Context: an optimization exercise on an open-source flow, tuned for small area and a short achievable clock period. The choices shown serve that exercise and are no tape-out recipe. Only simulation tests tie the RTL to the original design; equivalence was not proved.

==> inputs of trial 75 <==
## vector_dot_dma
module vector_dot_dma(
				clk,
				reset,
				address,
				writedata,
				write,
				read,
				readdata,
                b_data);
==> module floating_multiplier, before the edit <==
module floating_multiplier(
    input         s,
    input  [22:0] fa,
    input  [11:0] bone,
    input  [11:0] btwo,
    input  [10:0] bneg,
    input  [8:0]  fe0,
    input         z,
    output [31:0] result);
wire [47:0] product;
mant_mul mm({1'b1, fa}, bone, btwo, bneg, product);
wire        p47 = product[47];
wire [22:0] trimmed = p47 ? product[46:24] : product[45:23];
wire [8:0]  fe1 = fe0 + 9'd1;
wire [8:0]  fe = p47 ? fe1 : fe0;
wire        zero1 = (product[47:23] == 25'h0800000) | (product[47:24] == 24'h800000);
wire        special = fe[8] & ~zero1;
wire [7:0]  r_exp = special ? {7'b0, ~fe[7]} : fe[7:0];
wire [22:0] r_man = fe[8] ? 23'b0 : trimmed;
assign result = z ? 32'b0 : {s, r_exp, r_man};
endmodule
==> module floating_add_sub, before the edit <==
module floating_add_sub(
    input  [31:0] dataa,
    input  [31:0] datab,
    output [31:0] result);
wire        sa = dataa[31];
wire        sb = datab[31];
wire [7:0]  ea = dataa[30:23];
wire [7:0]  eb = datab[30:23];
wire [23:0] ma = {1'b1, dataa[22:0]};
wire [23:0] mb = {1'b1, datab[22:0]};
wire        op = sa ^ sb;
wire [8:0]  dab = {1'b0, ea} - {1'b0, eb};
wire [8:0]  dba = {1'b0, eb} - {1'b0, ea};
wire        a_ge = ~dab[8];
wire        e_eq = (ea == eb);
wire        m_ge = (ma >= mb);
wire        a_big = e_eq ? m_ge : a_ge;
wire [7:0]  dabs = a_ge ? dab[7:0] : dba[7:0];
wire [7:0]  E = a_ge ? ea : eb;
wire        d1 = a_ge ? (dab[7:0] == 8'd1) : (dba[7:0] == 8'd1);
wire        near = op & (e_eq | d1);
wire        sign_big = a_big ? sa : sb;
wire [23:0] L = a_big ? ma : mb;
wire [23:0] S0 = a_big ? mb : ma;
wire [23:0] fs = (dabs >= 8'd24) ? 24'd0 : (S0 >> dabs[4:0]);
wire [24:0] fr = op ? ({1'b0, L} - {1'b0, fs}) : ({1'b0, L} + {1'b0, fs});
reg  [7:0]  f_exp;
reg  [22:0] f_man;
always @(*) begin
    if (fr[24]) begin
        if (E == 8'd0) begin
            f_exp = 8'd0;
            f_man = fr[22:0];
        end else begin
            f_exp = E + 8'd1;
            f_man = fr[23:1];
        end
    end else if (fr[23]) begin
        f_exp = E;
        f_man = fr[22:0];
    end else begin
        f_exp = E - 8'd1;
        f_man = {fr[21:0], 1'b0};
    end
end
wire        f_sign = op ? sign_big : sa;
wire [23:0] ns = e_eq ? S0 : {1'b0, S0[23:1]};
wire [23:0] nr = L - ns;
reg  [4:0]  lz;
integer     i;
always @(*) begin
    lz = 5'd0;
    for (i = 0; i < 24; i = i + 1)
        if (nr[i]) lz = 5'd23 - i[4:0];
end
wire [23:0] n_sh = nr << lz;
wire        n_zero = (nr == 24'd0);
wire [7:0]  n_exp = n_zero ? 8'd0 : E - {3'b0, lz};
wire        n_sign = ~n_zero & sign_big;
assign result = (E == 8'hff) ? 32'b0 :
                near ? {n_sign, n_exp, n_sh[22:0]} :
                       {f_sign, f_exp, f_man};
endmodule
make LEC_CHECK=0 ABC_AREA=1 CAP_MARGIN=20 CORE_MARGIN=2 CORE_UTILIZATION=60 PLACE_DENSITY=0.75 SETUP_SLACK_MARGIN=4 SLEW_MARGIN=20 finish   # period 11.0 ns
run.sh (not shown) runs the stock make flow with config.mk's settings and CLKGATE_MAP_FILE= SYNTH_SCRIPT=/design/flow/synth_recipe.tcl, a recipe that flattens the netlist after the stock synthesis.
==> build 45: changes against trial 75 <==
--- a/flow/design.v
+++ b/flow/design.v
@@ -10,14 +10,16 @@
 wire [47:0] product;
 mant_mul mm({1'b1, fa}, bone, btwo, bneg, product);
 wire        p47 = product[47];
-wire [22:0] trimmed = p47 ? product[46:24] : product[45:23];
 wire [8:0]  fe1 = fe0 + 9'd1;
-wire [8:0]  fe = p47 ? fe1 : fe0;
-wire        zero1 = (product[47:23] == 25'h0800000) | (product[47:24] == 24'h800000);
-wire        special = fe[8] & ~zero1;
-wire [7:0]  r_exp = special ? {7'b0, ~fe[7]} : fe[7:0];
-wire [22:0] r_man = fe[8] ? 23'b0 : trimmed;
-assign result = z ? 32'b0 : {s, r_exp, r_man};
+wire        zero_0 = (product[45:23] == 23'd0);
+wire        zero_1 = (product[46:24] == 23'd0);
+wire [7:0]  exp_0 = (fe0[8] & ~zero_0) ? {7'b0, ~fe0[7]} : fe0[7:0];
+wire [7:0]  exp_1 = (fe1[8] & ~zero_1) ? {7'b0, ~fe1[7]} : fe1[7:0];
+wire [22:0] man_0 = product[45:23] & {23{~fe0[8]}};
+wire [22:0] man_1 = product[46:24] & {23{~fe1[8]}};
+assign result = z   ? 32'b0 :
+                p47 ? {s, exp_1, man_1} :
+                      {s, exp_0, man_0};
 endmodule
 module mant_mul(input [23:0] x, input [11:0] bone, input [11:0] btwo, input [10:0] bneg, output [47:0] p);
 wire bp1;
@@ -1843,7 +1845,9 @@
 wire [23:0] L = a_big ? ma : mb;
 wire [23:0] S0 = a_big ? mb : ma;
 wire [23:0] fs = (dabs >= 8'd24) ? 24'd0 : (S0 >> dabs[4:0]);
-wire [24:0] fr = op ? ({1'b0, L} - {1'b0, fs}) : ({1'b0, L} + {1'b0, fs});
+wire [23:0] fsx = fs ^ {24{op}};
+wire [25:0] fsum2 = {1'b0, L, 1'b1} + {op, fsx, op};
+wire [24:0] fr = fsum2[25:1];
 reg  [7:0]  f_exp;
 reg  [22:0] f_man;
 always @(*) begin
==> flow/flow/run.sh (new file) <==
#!/bin/bash
# Own layout flow:
#  1. the standard synthesis, unchanged (standard.sh synth);
#  2. its combinational logic re-mapped by ABC (ORFS's area script) as whole
#     register-to-register paths: the standard netlist's full/half adder
#     cells are turned back into logic first, so that ABC sees each path
#     whole (flow/remap.ys.in, flow/remap.abc); the registers keep their
#     instances, names and cell types;
set -euo pipefail
W=$(pwd)
R=$W/orfs/results/$FLOW_PLATFORM/vector_dot_dma/base
LIB=$FLOW_HOME/platforms/$FLOW_PLATFORM/lib/sky130_fd_sc_hd__tt_025C_1v80.lib
YOSYS=$FLOW_HOME/../tools/install/yosys/bin/yosys
[[ -x $YOSYS ]] || YOSYS=$(command -v yosys)

bash standard.sh synth > $W/log_1_standard_synth.log 2>&1

cp $R/1_2_yosys.v $W/standard_synth.v
sed -e "s|@LIB@|$LIB|g" -e "s|@IN@|$W/standard_synth.v|" -e "s|@TOP@|$FLOW_TOP|g" \
    -e "s|@ABC@|$W/flow/remap.abc|" -e "s|@CONSTR@|$W/flow/abc.constr|" \
    -e "s|@OUT@|$W/remapped.v|" $W/flow/remap.ys.in > $W/remap.ys
$YOSYS -s $W/remap.ys > $W/log_2_remap_yosys.log 2>&1
cp $W/remapped.v $R/1_2_yosys.v
rm -f $R/1_synth.odb $R/1_synth.sdc

bash standard.sh cts SETUP_SLACK_MARGIN=5.5 > $W/log_3_standard_layout_to_cts.log 2>&1
bash standard.sh finish SETUP_SLACK_MARGIN=5 > $W/log_4_standard_layout_finish.log 2>&1
==> flow/flow/abc.constr (new file) <==
set_driving_cell sky130_fd_sc_hd__buf_1
set_load 5
==> flow/flow/remap.abc (new file) <==
strash
dch
map -B 0.9
topo
stime -c
buffer -c
upsize -c
dnsize -c
stime -p
==> flow/flow/remap.ys.in (new file) <==
# Re-map the combinational logic of the standard synthesis netlist with ABC,
# seeing whole register-to-register paths (the standard netlist's full/half
# adder cells are turned back into logic). Registers are kept as they are:
# same instances, names and cell types.
read_liberty -ignore_miss_func @LIB@
read_verilog @IN@
hierarchy -top @TOP@
setattr -mod -set keep_hierarchy 1 sky130_fd_sc_hd__df* sky130_fd_sc_hd__edf* sky130_fd_sc_hd__sdf* sky130_fd_sc_hd__dl* sky130_fd_sc_hd__conb_1
flatten
blackbox sky130_fd_sc_hd__df* sky130_fd_sc_hd__edf* sky130_fd_sc_hd__sdf* sky130_fd_sc_hd__dl* sky130_fd_sc_hd__conb_1
select -module @TOP@
techmap
opt -fast
abc -script @ABC@ -liberty @LIB@ -dont_use sky130_fd_sc_hd__lpflow_bleeder_1 -dont_use sky130_fd_sc_hd__lpflow_clkbufkapwr_1 -dont_use sky130_fd_sc_hd__lpflow_clkbufkapwr_16 -dont_use sky130_fd_sc_hd__lpflow_clkbufkapwr_2 -dont_use sky130_fd_sc_hd__lpflow_clkbufkapwr_4 -dont_use sky130_fd_sc_hd__lpflow_clkbufkapwr_8 -dont_use sky130_fd_sc_hd__lpflow_clkinvkapwr_1 -dont_use sky130_fd_sc_hd__lpflow_clkinvkapwr_16 -dont_use sky130_fd_sc_hd__lpflow_clkinvkapwr_2 -dont_use sky130_fd_sc_hd__lpflow_clkinvkapwr_4 -dont_use sky130_fd_sc_hd__lpflow_clkinvkapwr_8 -dont_use sky130_fd_sc_hd__lpflow_decapkapwr_12 -dont_use sky130_fd_sc_hd__lpflow_decapkapwr_3 -dont_use sky130_fd_sc_hd__lpflow_decapkapwr_4 -dont_use sky130_fd_sc_hd__lpflow_decapkapwr_6 -dont_use sky130_fd_sc_hd__lpflow_decapkapwr_8 -dont_use sky130_fd_sc_hd__lpflow_inputiso0n_1 -dont_use sky130_fd_sc_hd__lpflow_inputiso0p_1 -dont_use sky130_fd_sc_hd__lpflow_inputiso1n_1 -dont_use sky130_fd_sc_hd__lpflow_inputiso1p_1 -dont_use sky130_fd_sc_hd__lpflow_inputisolatch_1 -dont_use sky130_fd_sc_hd__lpflow_isobufsrc_1 -dont_use sky130_fd_sc_hd__lpflow_isobufsrc_16 -dont_use sky130_fd_sc_hd__lpflow_isobufsrc_2 -dont_use sky130_fd_sc_hd__lpflow_isobufsrc_4 -dont_use sky130_fd_sc_hd__lpflow_isobufsrc_8 -dont_use sky130_fd_sc_hd__lpflow_isobufsrckapwr_16 -dont_use sky130_fd_sc_hd__lpflow_lsbuf_lh_hl_isowell_tap_1 -dont_use sky130_fd_sc_hd__lpflow_lsbuf_lh_hl_isowell_tap_2 -dont_use sky130_fd_sc_hd__lpflow_lsbuf_lh_hl_isowell_tap_4 -dont_use sky130_fd_sc_hd__lpflow_lsbuf_lh_isowell_4 -dont_use sky130_fd_sc_hd__lpflow_lsbuf_lh_isowell_tap_1 -dont_use sky130_fd_sc_hd__lpflow_lsbuf_lh_isowell_tap_2 -dont_use sky130_fd_sc_hd__lpflow_lsbuf_lh_isowell_tap_4 -dont_use sky130_fd_sc_hd__probe_p_8 -dont_use sky130_fd_sc_hd__probec_p_8 -constr @CONSTR@
select -clear
opt_clean -purge
rename -hide w:*.*
opt_clean -purge
hilomap -singleton -hicell sky130_fd_sc_hd__conb_1 HI -locell sky130_fd_sc_hd__conb_1 LO
splitnets
opt_clean -purge
insbuf -buf sky130_fd_sc_hd__buf_4 A X
stat -liberty @LIB@
check
write_verilog -noattr -noexpr -nohex -nodec @OUT@
==> flow/standard.sh (new file) <==
#!/bin/bash
# synth_recipe.tcl (not shown) runs the flow's synth.tcl, then flattens the netlist and writes it again
# the make line also repeats each setting of config.mk as NAME=value (left out here)
make -C /OpenROAD-flow-scripts/flow DESIGN_CONFIG=/design/flow/config.mk WORK_HOME=/design/flow/orfs CLKGATE_MAP_FILE= SYNTH_SCRIPT=/design/flow/synth_recipe.tcl "${@:-finish}"
==> flow/config.mk (replaced) <==
export PLATFORM = sky130hd
export DESIGN_NAME = vector_dot_dma
export DESIGN_NICKNAME = vector_dot_dma
export VERILOG_FILES = /design/flow/design.v
export SDC_FILE = /design/flow/constraint.sdc
export NUM_CORES = 4
export LEC_CHECK = 0
export ABC_AREA = 1
export CAP_MARGIN = 30
export CORE_MARGIN = 2
export CORE_UTILIZATION = 40
export PLACE_DENSITY = 0.55
export SLEW_MARGIN = 30
export TNS_END_PERCENT = 0
removed: flow/run.sh
==> trial 53: changes against trial 75 <==
--- a/flow/config.mk
+++ b/flow/config.mk
@@ -10,5 +10,5 @@
 export CORE_MARGIN = 2
 export CORE_UTILIZATION = 60
 export PLACE_DENSITY = 0.75
-export SETUP_SLACK_MARGIN = 4
+export SETUP_SLACK_MARGIN = 5
 export SLEW_MARGIN = 20
==> summary.txt <==
- Tap cells: about 750
- Routability cong.: 1.03
- Slew @ Worst Pin: 1.53 ns
- Final Max Tran Viols: 13
- Rel. slew slack: -2.10%
- Final std cells w/o fill: 5262
- Outcome: failed layout checks
- Blocking Checks: capacitance limit, slew limit
- Worst R2R End: p[26]
- Post-synthesis adder-cell area fraction: a little under a quarter
- Max cap viols: 1
(the above is from trial 75)
==> summary.txt <==
- Outcome: timing/DRC/antenna clean
- Fin crit period: between 5 and 6 ns
- Routability cong.: between 0.9 and 1
- Worst R2R End: readdata[25]
- Final Max Tran Viols: 0
- Rel. slew slack: about two fifths
- Tap cells: approximately 1300
- Clkbuf count: 45
- Final std cells w/o fill: 7703
(the above is from build 45)
==> summary.txt <==
- Outcome: timing/DRC/antenna clean
- Post-synthesis adder-cell area fraction: a little under a quarter
- Max cap viols: 0
- Routability cong.: about 1.0
- Tap cells: roughly 750
- Final std cells w/o fill: about 5300
- Rel. slew slack: ~22%
- Final Max Tran Viols: 0
- Worst R2R End: readdata[30]
- Slew @ Worst Pin: about 1.2 ns
(the above is from trial 53)

## port drivers added, routing unchanged
No port has a modelled driver above. Below, the same layouts with a new extraction and two added sets of constraints. Step 1 assumes that a clkbuf_16 drives the clock port and a buf_2 every other input. Step 2, shift: input delay + t, output delay - t, t = (earliest + latest rising clock arrival at the registers) / 2. This alone moves slack from input paths to output paths. Slacks: ideal / step 1 / step 2; pairs: ideal / step 1.
run	shift t [ns]	slack for setup (ns)	worst hold slack (ns)
trial 75	0.665	3.596 / 3.596 / 3.596	0.454 / 0.454 / 0.454
build 45	0.615	5.262 / 5.262 / 5.262	0.454 / 0.454 / 0.454
trial 53	0.664	3.382 / 3.382 / 3.382	0.457 / 0.457 / 0.457
